Context: an optimization exercise on an open-source flow, tuned for small area and a short achievable clock period. The choices shown serve that exercise and are no tape-out recipe.
No functional check of the RTL was part of any run shown here.

$ cat design/flow/standard.sh
#!/bin/bash
# synth_recipe.tcl (not shown) runs the flow's synth.tcl, then flattens the netlist and writes it again
# the make line also repeats each setting of config.mk as NAME=value (left out here)
make -C /OpenROAD-flow-scripts/flow DESIGN_CONFIG=/design/flow/config.mk WORK_HOME=/design/flow/orfs CLKGATE_MAP_FILE= SYNTH_SCRIPT=/design/flow/synth_recipe.tcl "${@:-finish}"
$ cat design/flow/config.mk
export PLATFORM = sky130hd
export DESIGN_NAME = axis_Gauss_1x5
export DESIGN_NICKNAME = axis_Gauss_1x5
export VERILOG_FILES = /design/flow/design.v
export SDC_FILE = /design/flow/constraint.sdc
export NUM_CORES = 4
export LEC_CHECK = 0
export CAP_MARGIN = 20
export CORE_MARGIN = 2
export CORE_UTILIZATION = 40
export SETUP_SLACK_MARGIN = 5
export SLEW_MARGIN = 20
export SYNTH_HIERARCHICAL = 1
export SYNTH_MINIMUM_KEEP_SIZE = 0
$ cat design/flow/flow/run.sh
#!/bin/bash
# Layout flow: the standard flow, with plain buffers on the ports and a clock
# tree without dummy loads.
export BUFFER_PORTS_ARGS="-buffer_cell sky130_fd_sc_hd__buf_2"
export CTS_ARGS="-sink_clustering_enable -repair_clock_nets -dont_use_dummy_load"
bash standard.sh > standard.log 2>&1
$ cat design/flow/design.v
`timescale 1ns/1ns
module axis_Gauss_1x5 (
  input  logic       s_axis_aclk,
  input  logic       s_axis_arstn,
  input  logic [7:0] s_axis_tdata,
  input  logic       s_axis_tvalid,
  input  logic       s_axis_tlast,
  output logic [7:0] m_axis_tdata,
  output logic       m_axis_tvalid,
  output logic       m_axis_tlast
);
logic [7:0]  d1, d2, d3;
logic        v1, v2, l1, l2;
logic [13:0] cnt;
logic [9:0] b;
logic [23:0] f;
always_ff @(posedge s_axis_aclk) begin
  d1 <= s_axis_tdata;
  d2 <= d1;
  d3 <= d2;
  v1 <= s_axis_tvalid;
  v2 <= v1;
  l1 <= s_axis_tlast;
  l2 <= l1;
  b <= bnext;
  f <= fnext;
end
always_ff @(posedge s_axis_aclk) begin
  if (!s_axis_arstn || s_axis_tlast)
    cnt <= '0;
  else if (s_axis_tvalid)
    cnt <= cnt + 14'd1;
end
wire edge_pt = (cnt[13:1] == 13'd1);
wire [7:0] x0 = s_axis_tdata;
wire h1_s, h1_c;
gha h1 (.a(d1[0]), .b(d2[1]), .s(h1_s), .co(h1_c));
wire f2_s, f2_c;
gfa f2 (.a(d1[1]), .b(d2[2]), .c(h1_c), .s(f2_s), .co(f2_c));
wire f3_s, f3_c;
gfa f3 (.a(d1[2]), .b(d2[3]), .c(f2_c), .s(f3_s), .co(f3_c));
wire f4_s, f4_c;
gfa f4 (.a(d1[3]), .b(d2[4]), .c(f3_c), .s(f4_s), .co(f4_c));
wire f5_s, f5_c;
gfa f5 (.a(d1[4]), .b(d2[5]), .c(x0[5]), .s(f5_s), .co(f5_c));
wire f6_s, f6_c;
gfa f6 (.a(d1[5]), .b(d2[6]), .c(x0[6]), .s(f6_s), .co(f6_c));
wire f7_s, f7_c;
gfa f7 (.a(d1[6]), .b(d2[7]), .c(x0[7]), .s(f7_s), .co(f7_c));
wire g8 = d2[0] & x0[0];
wire p9 = d2[0] ^ x0[0];
wire g10 = h1_s & x0[1];
wire p11 = h1_s ^ x0[1];
wire g12 = f2_s & x0[2];
wire p13 = f2_s ^ x0[2];
wire g14 = f3_s & x0[3];
wire p15 = f3_s ^ x0[3];
wire g16 = x0[4] & f4_s;
wire p17 = x0[4] ^ f4_s;
wire g18 = f4_c & f5_s;
wire p19 = f4_c ^ f5_s;
wire g20 = f5_c & f6_s;
wire p21 = f5_c ^ f6_s;
wire g22 = f6_c & f7_s;
wire p23 = f6_c ^ f7_s;
wire g24 = d1[7] & f7_c;
wire p25 = d1[7] ^ f7_c;
wire G26 = g10 | (p11 & g8);
wire P27 = p11 & p9;
wire G28 = g14 | (p15 & g12);
wire P29 = p15 & p13;
wire G30 = g18 | (p19 & g16);
wire P31 = p19 & p17;
wire G32 = g22 | (p23 & g20);
wire P33 = p23 & p21;
wire G34 = g12 | (p13 & G26);
wire P35 = p13 & P27;
wire G36 = G28 | (P29 & G26);
wire P37 = P29 & P27;
wire G38 = g20 | (p21 & G30);
wire P39 = p21 & P31;
wire G40 = G32 | (P33 & G30);
wire P41 = P33 & P31;
wire G42 = g16 | (p17 & G36);
wire P43 = p17 & P37;
wire G44 = G30 | (P31 & G36);
wire P45 = P31 & P37;
wire G46 = G38 | (P39 & G36);
wire P47 = P39 & P37;
wire G48 = G40 | (P41 & G36);
wire P49 = P41 & P37;
wire G50 = g24 | (p25 & G48);
wire P51 = p25 & P49;
wire s52 = p11 ^ g8;
wire s53 = p13 ^ G26;
wire s54 = p15 ^ G34;
wire s55 = p17 ^ G36;
wire s56 = p19 ^ G42;
wire s57 = p21 ^ G44;
wire s58 = p23 ^ G46;
wire s59 = p25 ^ G48;
wire s60 = 1'b0 ^ G50;
wire [9:0] bnext = {s60, s59, s58, s57, s56, s55, s54, s53, s52, p9};
wire f61_s, f61_c;
gfa f61 (.a(d3[2]), .b(d1[1]), .c(d1[0]), .s(f61_s), .co(f61_c));
wire f62_s, f62_c;
gfa f62 (.a(d3[3]), .b(d1[2]), .c(d1[1]), .s(f62_s), .co(f62_c));
wire h63_s, h63_c;
gha h63 (.a(f61_c), .b(f62_s), .s(h63_s), .co(h63_c));
wire f64_s, f64_c;
gfa f64 (.a(d3[4]), .b(d1[3]), .c(d1[2]), .s(f64_s), .co(f64_c));
wire i65 = ~d3[2];
wire f66_s, f66_c;
gfa f66 (.a(i65), .b(f62_c), .c(f64_s), .s(f66_s), .co(f66_c));
wire f67_s, f67_c;
gfa f67 (.a(d3[5]), .b(d3[0]), .c(d1[4]), .s(f67_s), .co(f67_c));
wire i68 = ~d3[3];
wire f69_s, f69_c;
gfa f69 (.a(i68), .b(d1[3]), .c(f64_c), .s(f69_s), .co(f69_c));
wire h70_s, h70_c;
gha h70 (.a(f67_s), .b(f66_c), .s(h70_s), .co(h70_c));
wire f71_s, f71_c;
gfa f71 (.a(d3[6]), .b(d3[1]), .c(d1[5]), .s(f71_s), .co(f71_c));
wire i72 = ~d3[4];
wire f73_s, f73_c;
gfa f73 (.a(i72), .b(d1[4]), .c(f67_c), .s(f73_s), .co(f73_c));
wire f74_s, f74_c;
gfa f74 (.a(f71_s), .b(f69_c), .c(f73_s), .s(f74_s), .co(f74_c));
wire f75_s, f75_c;
gfa f75 (.a(d3[7]), .b(d3[2]), .c(d1[6]), .s(f75_s), .co(f75_c));
wire i76 = ~d3[5];
wire f77_s, f77_c;
gfa f77 (.a(i76), .b(d1[5]), .c(f71_c), .s(f77_s), .co(f77_c));
wire f78_s, f78_c;
gfa f78 (.a(f75_s), .b(f73_c), .c(f77_s), .s(f78_s), .co(f78_c));
wire f79_s, f79_c;
gfa f79 (.a(d3[3]), .b(d1[7]), .c(d1[6]), .s(f79_s), .co(f79_c));
wire i80 = ~d3[6];
wire f81_s, f81_c;
gfa f81 (.a(i80), .b(f75_c), .c(f79_s), .s(f81_s), .co(f81_c));
wire h82_s, h82_c;
gha h82 (.a(f77_c), .b(f81_s), .s(h82_s), .co(h82_c));
wire i83 = ~d3[7];
wire f84_s, f84_c;
gfa f84 (.a(i83), .b(d3[4]), .c(d1[7]), .s(f84_s), .co(f84_c));
wire f85_s, f85_c;
gfa f85 (.a(f79_c), .b(f84_s), .c(f81_c), .s(f85_s), .co(f85_c));
wire h86_s, h86_c;
gha h86 (.a(d3[5]), .b(f84_c), .s(h86_s), .co(h86_c));
wire [23:0] fnext = {d3[7], h86_c, d3[6], f85_c, h86_s, f85_s, h82_c, f78_c, h82_s, f78_s, f74_c, f74_s, h70_c, h70_s, f69_s, f66_s, h63_c, h63_s, d3[1], f61_s, d3[0], d1[0], d3[1], d3[0]};
wire h87_s, h87_c;
gha h87 (.a(f[1]), .b(f[2]), .s(h87_s), .co(h87_c));
wire i88 = ~f[3];
wire f89_s, f89_c;
gfa f89 (.a(i88), .b(f[4]), .c(h87_c), .s(f89_s), .co(f89_c));
wire h90_s, h90_c;
gha h90 (.a(f89_s), .b(x0[2]), .s(h90_s), .co(h90_c));
wire f91_s, f91_c;
gfa f91 (.a(f[5]), .b(f[6]), .c(f89_c), .s(f91_s), .co(f91_c));
wire f92_s, f92_c;
gfa f92 (.a(f91_s), .b(x0[3]), .c(h90_c), .s(f92_s), .co(f92_c));
wire f93_s, f93_c;
gfa f93 (.a(b[0]), .b(f[7]), .c(f[8]), .s(f93_s), .co(f93_c));
wire i94 = ~f[5];
wire f95_s, f95_c;
gfa f95 (.a(i94), .b(f93_s), .c(f91_c), .s(f95_s), .co(f95_c));
wire i96 = ~x0[2];
wire f97_s, f97_c;
gfa f97 (.a(x0[4]), .b(i96), .c(f95_s), .s(f97_s), .co(f97_c));
wire i98 = ~b[1];
wire f99_s, f99_c;
gfa f99 (.a(i98), .b(f[9]), .c(f[10]), .s(f99_s), .co(f99_c));
wire i100 = ~b[0];
wire f101_s, f101_c;
gfa f101 (.a(i100), .b(f93_c), .c(f99_s), .s(f101_s), .co(f101_c));
wire f102_s, f102_c;
gfa f102 (.a(f101_s), .b(x0[5]), .c(x0[0]), .s(f102_s), .co(f102_c));
wire i103 = ~x0[3];
wire f104_s, f104_c;
gfa f104 (.a(i103), .b(f95_c), .c(f102_s), .s(f104_s), .co(f104_c));
wire i105 = ~b[2];
wire f106_s, f106_c;
gfa f106 (.a(i105), .b(f[11]), .c(f[12]), .s(f106_s), .co(f106_c));
wire f107_s, f107_c;
gfa f107 (.a(f99_c), .b(f106_s), .c(f101_c), .s(f107_s), .co(f107_c));
wire f108_s, f108_c;
gfa f108 (.a(x0[6]), .b(x0[1]), .c(f107_s), .s(f108_s), .co(f108_c));
wire i109 = ~x0[4];
wire f110_s, f110_c;
gfa f110 (.a(i109), .b(f102_c), .c(f108_s), .s(f110_s), .co(f110_c));
wire i111 = ~b[3];
wire f112_s, f112_c;
gfa f112 (.a(i111), .b(f[13]), .c(f[14]), .s(f112_s), .co(f112_c));
wire f113_s, f113_c;
gfa f113 (.a(f106_c), .b(f112_s), .c(x0[7]), .s(f113_s), .co(f113_c));
wire i114 = ~x0[5];
wire f115_s, f115_c;
gfa f115 (.a(i114), .b(x0[2]), .c(f107_c), .s(f115_s), .co(f115_c));
wire f116_s, f116_c;
gfa f116 (.a(f113_s), .b(f115_s), .c(f108_c), .s(f116_s), .co(f116_c));
wire f117_s, f117_c;
gfa f117 (.a(b[0]), .b(f[15]), .c(f[16]), .s(f117_s), .co(f117_c));
wire i118 = ~b[4];
wire f119_s, f119_c;
gfa f119 (.a(i118), .b(f112_c), .c(f117_s), .s(f119_s), .co(f119_c));
wire i120 = ~x0[6];
wire f121_s, f121_c;
gfa f121 (.a(f119_s), .b(i120), .c(x0[3]), .s(f121_s), .co(f121_c));
wire f122_s, f122_c;
gfa f122 (.a(f113_c), .b(f121_s), .c(f115_c), .s(f122_s), .co(f122_c));
wire f123_s, f123_c;
gfa f123 (.a(b[1]), .b(f[17]), .c(f[18]), .s(f123_s), .co(f123_c));
wire i124 = ~b[5];
wire f125_s, f125_c;
gfa f125 (.a(i124), .b(f117_c), .c(f123_s), .s(f125_s), .co(f125_c));
wire f126_s, f126_c;
gfa f126 (.a(f119_c), .b(f125_s), .c(x0[4]), .s(f126_s), .co(f126_c));
wire i127 = ~x0[7];
wire f128_s, f128_c;
gfa f128 (.a(i127), .b(f121_c), .c(f126_s), .s(f128_s), .co(f128_c));
wire f129_s, f129_c;
gfa f129 (.a(b[2]), .b(f[19]), .c(f[20]), .s(f129_s), .co(f129_c));
wire i130 = ~b[6];
wire f131_s, f131_c;
gfa f131 (.a(i130), .b(f123_c), .c(f129_s), .s(f131_s), .co(f131_c));
wire f132_s, f132_c;
gfa f132 (.a(f125_c), .b(f131_s), .c(x0[5]), .s(f132_s), .co(f132_c));
wire h133_s, h133_c;
gha h133 (.a(f126_c), .b(f132_s), .s(h133_s), .co(h133_c));
wire f134_s, f134_c;
gfa f134 (.a(b[7]), .b(b[3]), .c(f[21]), .s(f134_s), .co(f134_c));
wire f135_s, f135_c;
gfa f135 (.a(f[22]), .b(f129_c), .c(f134_s), .s(f135_s), .co(f135_c));
wire f136_s, f136_c;
gfa f136 (.a(f131_c), .b(f135_s), .c(x0[6]), .s(f136_s), .co(f136_c));
wire h137_s, h137_c;
gha h137 (.a(f132_c), .b(f136_s), .s(h137_s), .co(h137_c));
wire f138_s, f138_c;
gfa f138 (.a(b[8]), .b(b[4]), .c(f[23]), .s(f138_s), .co(f138_c));
wire i139 = ~b[7];
wire f140_s, f140_c;
gfa f140 (.a(i139), .b(f134_c), .c(f138_s), .s(f140_s), .co(f140_c));
wire f141_s, f141_c;
gfa f141 (.a(f135_c), .b(f140_s), .c(x0[7]), .s(f141_s), .co(f141_c));
wire h142_s, h142_c;
gha h142 (.a(f136_c), .b(f141_s), .s(h142_s), .co(h142_c));
wire i143 = ~b[8];
wire f144_s, f144_c;
gfa f144 (.a(b[9]), .b(b[5]), .c(i143), .s(f144_s), .co(f144_c));
wire f145_s, f145_c;
gfa f145 (.a(f138_c), .b(f144_s), .c(f140_c), .s(f145_s), .co(f145_c));
wire h146_s, h146_c;
gha h146 (.a(f145_s), .b(f141_c), .s(h146_s), .co(h146_c));
wire i147 = ~b[9];
wire f148_s, f148_c;
gfa f148 (.a(b[6]), .b(i147), .c(f144_c), .s(f148_s), .co(f148_c));
wire h149_s, h149_c;
gha h149 (.a(f148_s), .b(f145_c), .s(h149_s), .co(h149_c));
wire h150_s, h150_c;
gha h150 (.a(f148_c), .b(h149_c), .s(h150_s), .co(h150_c));
wire h151_s, h151_c;
gha h151 (.a(b[7]), .b(h150_c), .s(h151_s), .co(h151_c));
wire h152_s, h152_c;
gha h152 (.a(b[8]), .b(h151_c), .s(h152_s), .co(h152_c));
wire i153 = ~x0[0];
wire i154 = ~x0[1];
wire g155 = f[0] & x0[0];
wire p156 = f[0] ^ x0[0];
wire g157 = h87_s & x0[1];
wire p158 = h87_s ^ x0[1];
wire g159 = i153 & h90_s;
wire p160 = i153 ^ h90_s;
wire g161 = i154 & f92_s;
wire p162 = i154 ^ f92_s;
wire g163 = f92_c & f97_s;
wire p164 = f92_c ^ f97_s;
wire g165 = f97_c & f104_s;
wire p166 = f97_c ^ f104_s;
wire g167 = f104_c & f110_s;
wire p168 = f104_c ^ f110_s;
wire g169 = f110_c & f116_s;
wire p170 = f110_c ^ f116_s;
wire g171 = f122_s & f116_c;
wire p172 = f122_s ^ f116_c;
wire g173 = f128_s & f122_c;
wire p174 = f128_s ^ f122_c;
wire g175 = h133_s & f128_c;
wire p176 = h133_s ^ f128_c;
wire g177 = h133_c & h137_s;
wire p178 = h133_c ^ h137_s;
wire g179 = h137_c & h142_s;
wire p180 = h137_c ^ h142_s;
wire g181 = h146_s & h142_c;
wire p182 = h146_s ^ h142_c;
wire g183 = h149_s & h146_c;
wire p184 = h149_s ^ h146_c;
wire g185 = i139 & h150_s;
wire p186 = i139 ^ h150_s;
wire G187 = g157 | (p158 & g155);
wire P188 = p158 & p156;
wire G189 = g161 | (p162 & g159);
wire P190 = p162 & p160;
wire G191 = g165 | (p166 & g163);
wire P192 = p166 & p164;
wire G193 = g169 | (p170 & g167);
wire P194 = p170 & p168;
wire G195 = g173 | (p174 & g171);
wire P196 = p174 & p172;
wire G197 = g177 | (p178 & g175);
wire P198 = p178 & p176;
wire G199 = g181 | (p182 & g179);
wire P200 = p182 & p180;
wire G201 = g185 | (p186 & g183);
wire P202 = p186 & p184;
wire G203 = g159 | (p160 & G187);
wire P204 = p160 & P188;
wire G205 = G189 | (P190 & G187);
wire P206 = P190 & P188;
wire G207 = g167 | (p168 & G191);
wire P208 = p168 & P192;
wire G209 = G193 | (P194 & G191);
wire P210 = P194 & P192;
wire G211 = g175 | (p176 & G195);
wire P212 = p176 & P196;
wire G213 = G197 | (P198 & G195);
wire P214 = P198 & P196;
wire G215 = g183 | (p184 & G199);
wire P216 = p184 & P200;
wire G217 = G201 | (P202 & G199);
wire P218 = P202 & P200;
wire G219 = g163 | (p164 & G205);
wire P220 = p164 & P206;
wire G221 = G191 | (P192 & G205);
wire P222 = P192 & P206;
wire G223 = G207 | (P208 & G205);
wire P224 = P208 & P206;
wire G225 = G209 | (P210 & G205);
wire P226 = P210 & P206;
wire G227 = g179 | (p180 & G213);
wire P228 = p180 & P214;
wire G229 = G199 | (P200 & G213);
wire P230 = P200 & P214;
wire G231 = G215 | (P216 & G213);
wire P232 = P216 & P214;
wire G233 = G217 | (P218 & G213);
wire P234 = P218 & P214;
wire G235 = g171 | (p172 & G225);
wire P236 = p172 & P226;
wire G237 = G195 | (P196 & G225);
wire P238 = P196 & P226;
wire G239 = G211 | (P212 & G225);
wire P240 = P212 & P226;
wire G241 = G213 | (P214 & G225);
wire P242 = P214 & P226;
wire G243 = G227 | (P228 & G225);
wire P244 = P228 & P226;
wire G245 = G229 | (P230 & G225);
wire P246 = P230 & P226;
wire G247 = G231 | (P232 & G225);
wire P248 = P232 & P226;
wire G249 = G233 | (P234 & G225);
wire P250 = P234 & P226;
wire r251 = p176 ^ G237;
wire r252 = p178 ^ G239;
wire r253 = p180 ^ G241;
wire r254 = p182 ^ G243;
wire r255 = p184 ^ G245;
wire r256 = p186 ^ G247;
wire [5:0] lo = {r256, r255, r254, r253, r252, r251};
wire [1:0] ua = {i147, i143};
wire [1:0] ub = {h152_s, h151_s};
wire uc = G249;
logic [5:0] olo;
logic [1:0] oa, ob;
logic oc;
always_ff @(posedge s_axis_aclk) begin
  olo <= edge_pt ? d2[5:0] : lo;
  oa <= edge_pt ? d2[7:6] : ua;
  ob <= edge_pt ? 2'd0 : ub;
  oc <= ~edge_pt & uc;
  m_axis_tvalid <= v2;
  m_axis_tlast  <= l2 & ~edge_pt;
end
assign m_axis_tdata = {{(oa[1] ^ ob[1]) ^ ((oa[0] & ob[0]) | (oa[0] ^ ob[0]) & oc), (oa[0] ^ ob[0]) ^ oc}, olo};
endmodule
module gha (
  input  logic a,
  input  logic b,
  output logic s,
  output logic co
);
assign s  = a ^ b;
assign co = a & b;
endmodule
module gfa (
  input  logic a,
  input  logic b,
  input  logic c,
  output logic s,
  output logic co
);
assign s  = a ^ b ^ c;
assign co = (a & b) | (a & c) | (b & c);
endmodule
$ cat design/flow/constraint.sdc
create_clock -name core_clock -period 8.0 [get_ports {s_axis_aclk}]
set_input_delay 1.6000 -clock core_clock [delete_from_list [all_inputs] [get_ports {s_axis_aclk}]]
set_output_delay 1.6000 -clock core_clock [all_outputs]
set_load 0.01 [all_outputs]
==> summary.txt, run 1 <==
Synthesis
  – Post-synth cell types: 42
  – Cells after synthesis: 369
  – Cell Area, Synth: 4512 sq um
  – Top post-synthesis cells by area: dfxtp_1 (38%), fa_1 (29%), ha_1 (11%)
  – Top cell type's share of synthesized area: 0.3816
  – Sequential share of the synthesized area: 0.3816
  – Warning count from the yosys run: 7
  – Post-synth ARST share: 0
  – Net Count, Synth: 484
  – Mean post-synth cell area: 12.23 sq um
  – Leading area contributor after synthesis: dfxtp_1
  – FF+latch count, synth: 86
  – Primary FF master, synth: dfxtp_1
  – Post-synth EDFFs: 0

CTS
  – CTS buffer count: 9
  – Latest clock arrival within the worst-skew pair: 0.34 ns
  – H-tree levels: 3
  – Clk sinks: 86
  – Clock root buffer: clkbuf_16
  – Clock Path Buffers: 2
  – CTS tree: done
  – Worst-path clk slew: 0.06 ns

Global routing
  – Total track usage: 0.1557
  – Global-route wire length before repair: 13,840 microns
  – Initial antenna violation count: 0
  – Largest net degree at the start of global routing: 17
  – Grt ovf: 0
  – Vias in the first global route: 2,828

Floorplanning
  – Die Y: 110.2 microns
  – Initial core utilization: 0.4126
  – Core area: 10,940 sq um
  – Die width: 110.2 microns
  – IO Pins: 22
  – # rows: 38
  – Die ar.: 12,150 sq um

Timing
  – Tmin final: 4.054 ns
  – Final setup margin: 3.946 ns
  – Slew @ Worst Pin: 0.5530 ns
  – Post-route setup TNS: 0 ns
  – RSZ-0062 raised after global routing: true
  – Rel. slew slack: 0.6313
  – Final count of pins violating max slew: 0
  – Fin crit share: 0.5067
  – FMAX: 246.7 MHz
  – Final setup violation count: 0
  – Final-report hold violation count: 0
  – Clock skew: 0.01832 ns

Finish
  – Final net count: 520
  – Final std cells w/o fill: 543
  – Share of layout cells above drive strength 1: 0.1787
  – Syn-to-layout area delta: 14.34%
  – Fin area: 5159 sq um
  – Multi-input gate area: 2684 sq um
  – Most common cell after layout, fill and taps aside: dfxtp_1
  – Most frequent cells in the layout: dfxtp_1 (82), fa_1 (55), inv_1 (37), ha_1 (37), nor2_1 (20)
  – Fillers: 1,016
  – Antenna cell count: 0
  – Area taken by flip-flops and latches: 1727 sq um

Detailed routing
  – DRT antenna net count: 0
  – Initial drt markers: 96
  – Vias per inst: 4.764
  – DRT Pass-1 Iters: 4
  – Via count: 2,587
  – DRT Wirelength: 8121 microns
  – DR DRC count: 0
  – DR WL/cell: 14.96 microns

Place
  – Dpl ws: 3.698 ns
  – GPL Wtd Cong: 0.8058
  – Final HPWL from detailed placement: 6657 microns
  – Inst Count DP: 527
  – DP Area: 4795 sq um
  – Port bufs: 21

Critical path
  – Startpoint Class: flop
  – Crit. End Element: flop
  – Critical path arrival: 4.27 ns
  – Max FO, Critical Path: 2
  – Setup CP Type: flop to flop
  – CP Data Required Time: 8.21 ns

Min path
  – Hold Crit Class: flop to flop

Run status
  – Status: no timing/DRC/antenna violations

Run
  – Max-cap violations: 0
[cell usage after synthesis (all sizes together) (2+ instances only)]
library cell	instances
a21o	7
a21oi	15
and2	3
and3	2
buf	2
dfxtp	86
fa	65
ha	38
inv	41
mux2i	2
nand2	15
nand3	7
nand3b	2
nand4	4
nor2	20
nor2b	2
nor3	3
nor3b	2
nor4	2
o21ai	13
or2	2
or3	2
xnor2	7
xor2	14
[worst max-delay path, cell delays in order, from the launching register on]
cell       delay, ns
dfxtp_2         0.34
inv_2           0.04
fa_1            0.46
fa_2            0.38
fa_2            0.56
fa_2            0.44
fa_1            0.44
ha_1            0.30
nand4_1         0.11
a21oi_2         0.06
a2111oi_2       0.30
nor3_1          0.09
xor2_1          0.15
mux2_2          0.26
[cell type report]
| type | instances | area share |
|---|---|---|
| timing repair buffer | 28 | 0.03759 |
| tap | 140 | 0.03396 |
| inverter | 41 | 0.02983 |
| sequential | 86 | 0.3347 |
| clock buffer | 9 | 0.04366 |
| multi-input combinational | 239 | 0.5203 |
[timing repair]
item	in CTS	in global routing
resized for setup	18	12
pin swaps	13	14
setup endpoints to repair	12	14
hold buffers	0	0
endpoints found under the hold margin	0	0
setup buffers	4	3
[worst paths after layout]
path / to / slack (ns) / startpoint / cells past startpoint
setup / recovery: olo[0] / 3.95 / b[1] / 13
setup reg to reg: olo[0] / 3.95 / b[1] / 13
hold reg to reg: l2 / 0.33 / l1 / 0
hold / removal: l2 / 0.33 / l1 / 0
[layer usage]
metal  GRT usage  wire [microns]  vias up  share of wire
met4     0.04554             100        0          0.012
met5           0               0        -              0
met2      0.2542            3814       31           0.47
met1      0.2069            3978     1278           0.49
met3     0.03704             227        8          0.028
li1            -               -     1270              -
[cell families after synthesis]
logic type / count (synthesis) / synth area share
flops: 86 / 0.3816
simple gates: 71 / 0.08319
fa+ha+maj: 103 / 0.3938
mux: 3 / 0.006933
compound gates: 41 / 0.05380
buf+inv: 44 / 0.03993
xor+xnor: 21 / 0.04077
[per-stage QoR]
| step | utilization | hold WS, ns |
|---|---|---|
| final | 0.4717 | 0.3258 |
| after floorplan | - | 0.3096 |
| after CTS | 0.4664 | 0.3284 |
| after detailed placement | 0.4384 | 0.3132 |
| after global routing | 0.4717 | 0.3328 |
| after global placement | 0.4384 | 0.3099 |
[modules after synthesis (local to each module, per instance)]
module	cells	cell area, sq um	flops+latches
axis_Gauss_1x5	294	3123	86
gfa	1	20.02	0
gha	1	12.51	0
[state kept, by name, indices dropped and copies added, names as in the netlist, 2 cells and up]
| signal | count |
|---|---|
| ob | 2 |
| d2 | 7 |
| d3 | 8 |
| f | 22 |
| olo | 6 |
| oa | 2 |
| d1 | 8 |
| cnt | 14 |
| b | 10 |
==> run 2, diff against run 1 <==
==> design/flow/flow/run.sh (replaced) <==
#!/bin/bash
# Layout flow: the standard flow, with the port buffers made from plain buffers.
export BUFFER_PORTS_ARGS="-buffer_cell sky130_fd_sc_hd__buf_2"
bash standard.sh > standard.log 2>&1
==> summary.txt, run 2 <==
CTS
  – Worst-path clk slew: 0.07 ns
  – CTS buffer count: 9
  – H-tree levels: 3
  – Hold buffer count at cts: 0
  – Clock Path Buffers: 2
  – Clk sinks: 86
  – CTS tree: done
  – Clock root buffer: clkbuf_16
  – Latest clock arrival within the worst-skew pair: 0.34 ns

Timing
  – Final-report hold violation count: 0
  – Slew @ Worst Pin: 0.5544 ns
  – RSZ-0062 raised after global routing: true
  – Tmin final: 4.045 ns
  – FMAX: 247.2 MHz
  – Clock skew: 0.008195 ns
  – Rel. slew slack: 0.6304
  – Post-route setup TNS: 0 ns
  – Hold Worst Slack: 0.3272 ns
  – Final setup violation count: 0
  – Fin crit share: 0.5056
  – Final count of pins violating max slew: 0

Synthesis
  – Warning count from the yosys run: 7
  – Post-synth ARST share: 0
  – Most frequent cell after synthesis: dfxtp_1
  – Sequential share of the synthesized area: 0.3816
  – Mean post-synth cell area: 12.23 sq um
  – Post-synth EDFFs: 0
  – Net Count, Synth: 484
  – Cells after synthesis: 369
  – Top post-synthesis cells by area: dfxtp_1 (38%), fa_1 (29%), ha_1 (11%)
  – Post-synth cell types: 42
  – Post-synth top cells: dfxtp_1 (86), fa_1 (65), inv_1 (41)
  – Primary FF master, synth: dfxtp_1
  – Cell Area, Synth: 4512 sq um
  – FF+latch count, synth: 86
  – Top cell type's share of synthesized area: 0.3816
  – Leading area contributor after synthesis: dfxtp_1

Critical path
  – Max FO, Critical Path: 2
  – CP Data Required Time: 8.23 ns
  – Worst path cell trace: inv_2 > fa_1 > fa_2 > fa_2 > fa_2 > fa_1 > ha_1 > nand4_1 > a21oi_2 > a2111oi_2 > nor3_1 > xor2_1 > mux2_2
  – Cell mode on critical path: fa_2
  – Worst path slowest cell: fa_2
  – Slowest cell delay on critical path: 0.56 ns
  – Crit. End Element: flop
  – Critical path arrival: 4.27 ns
  – Setup CP Type: flop to flop
  – Startpoint Class: flop

Global routing
  – Total track usage: 0.1559
  – Grt ovf: 0
  – Initial antenna violation count: 0
  – Vias in the first global route: 2,834
  – Global-route wire length before repair: 13,900 microns
  – Largest net degree at the start of global routing: 17

Floorplanning
  – # rows: 38
  – Core area: 10,940 sq um
  – Die Y: 110.2 microns
  – Initial core utilization: 0.4126
  – Die ar.: 12,150 sq um
  – IO Pins: 22
  – Die width: 110.2 microns

Place
  – Inst Count DP: 527
  – Port bufs: 21
  – GPL Wtd Cong: 0.8058
  – Final HPWL from detailed placement: 6657 microns

Detailed routing
  – DR WL/cell: 14.88 microns
  – Via count: 2,630
  – DRT Pass-1 Iters: 5
  – DR DRC count: 0
  – Vias per inst: 4.782
  – DRT antenna net count: 0
  – DRT Wirelength: 8182 microns
  – Initial drt markers: 88

Finish
  – Antenna cell count: 0
  – Final net count: 520
  – Max FFs per register: 22
  – Most common cell after layout, fill and taps aside: dfxtp_1
  – Most frequent cells in the layout: dfxtp_1 (83), fa_1 (54), inv_1 (37), ha_1 (37), nor2_1 (20)
  – Largest Register: f
  – Final std cells w/o fill: 550
  – Syn-to-layout area delta: 16.36%
  – Fillers: 1,018
  – Biggest regs: f: 22 flops, cnt: 14 flops, b: 10 flops
  – Share of layout cells above drive strength 1: 0.1927

Run
  – Max-cap violations: 0

Run status
  – Status: no timing/DRC/antenna violations

Min path
  – Hold Crit Class: flop to flop
==> run 2: final timing paths <==
check / from / to / slack (ns) / depth (start not counted)
setup / recovery: b[1] / olo[0] / 3.96 / 13
hold / removal: l1 / l2 / 0.33 / 0
setup reg to reg: b[1] / olo[0] / 3.96 / 13
hold reg to reg: l1 / l2 / 0.33 / 0
==> run 2: routing by layer <==
layer / global-route usage / share of wire
met5: 0 / 0
met4: 0.03750 / 0.010
met3: 0.04233 / 0.040
met2: 0.2546 / 0.47
met1: 0.2073 / 0.48
==> run 2: per-stage QoR <==
step | cell area (sq um) | utilization | worst slack, ns
2_1_floorplan | 4541 | - | 4.064
3_3_place_gp | 4795 | 0.4384 | 3.738
3_5_place_dp | 4795 | 0.4384 | 3.698
4_1_cts | 5190 | 0.4746 | 3.922
5_1_grt | 5250 | 0.4801 | 3.760
6_report | 5250 | 0.4801 | 3.955
==> run 2: Yosys stat by module, one instance, submodules excluded <==
module          copies in the design  cells inside  cell area, sq um
axis_Gauss_1x5                     1           294              3123
gfa                               60             1             20.02
gha                               15             1             12.51
==> run 2: critical path: cells and delay by family, from the launching register on <==
kind / cells / cell delay, ns
adder cells (fa/ha/maj): 6 / 2.58
AO/OA/AOI/OAI: 2 / 0.36
flip-flops: 1 / 0.34
multiplexers: 1 / 0.26
AND/OR/NAND/NOR: 2 / 0.20
XOR/XNOR: 1 / 0.15
buffers and inverters: 1 / 0.04
==> run 2: what timing repair did <==
action / CTS / global route
resized for setup: 18 / 12
pin swaps: 13 / 14
setup endpoints to repair: 12 / 13
setup buffers: 4 / 3
==> run 2: cell type report <==
cell class	instances	area [sq um]	share of cell area
clock buffers	10	239.0	0.04552
clock inverters	6	76.32	0.01454
inverters	41	153.9	0.02931
multi-input cells	239	2686	0.5117
flip-flops and latches	86	1725	0.3286
well taps	140	175.2	0.03337
repair buffers	28	193.9	0.03694
==> run 2: logic make-up (layout without fill, tap and decap cells) <==
kind of cell,after synthesis,in the layout,share of synthesized area
adder cells (fa/ha/maj),103,103,0.3938
flip-flops,86,86,0.3816
AND/OR/NAND/NOR,71,71,0.08319
buffers and inverters,44,85,0.03993
AO/OA/AOI/OAI,41,41,0.05380
XOR/XNOR,21,21,0.04077
multiplexers,3,3,0.006933

-- static timing again, ports no longer ideal --
How much do the figures lean on ideal ports? The routed layouts below were timed once more, with nothing changed but the port constraints. Step 1 assumes that a clkbuf_16 drives the clock port and a buf_2 every other input. Step 2 moves the port delays by t, midway between the first and last clock arrival at a register: inputs arrive t later, outputs are due t later. That takes back most of the time a late clock gives input paths. a / b / c = ideal / step 1 / step 2; a / b = the first two.
run	shift t [ns]	setup WS [ns]	worst setup path at the end	worst register clock-pin slew, ns	cell pins on the clock port's net
run 1	0.364	3.946 / 3.946 / 3.735	input to register	0.06 / 0.06	1
run 2	0.370	3.955 / 3.955 / 3.723	input to register	0.07 / 0.07	1
After both steps setup and hold are still met in every run listed. For run 2, which loses most, drivers alone change the setup slack by 0.000 ns; drivers and shift together by -0.232 ns.
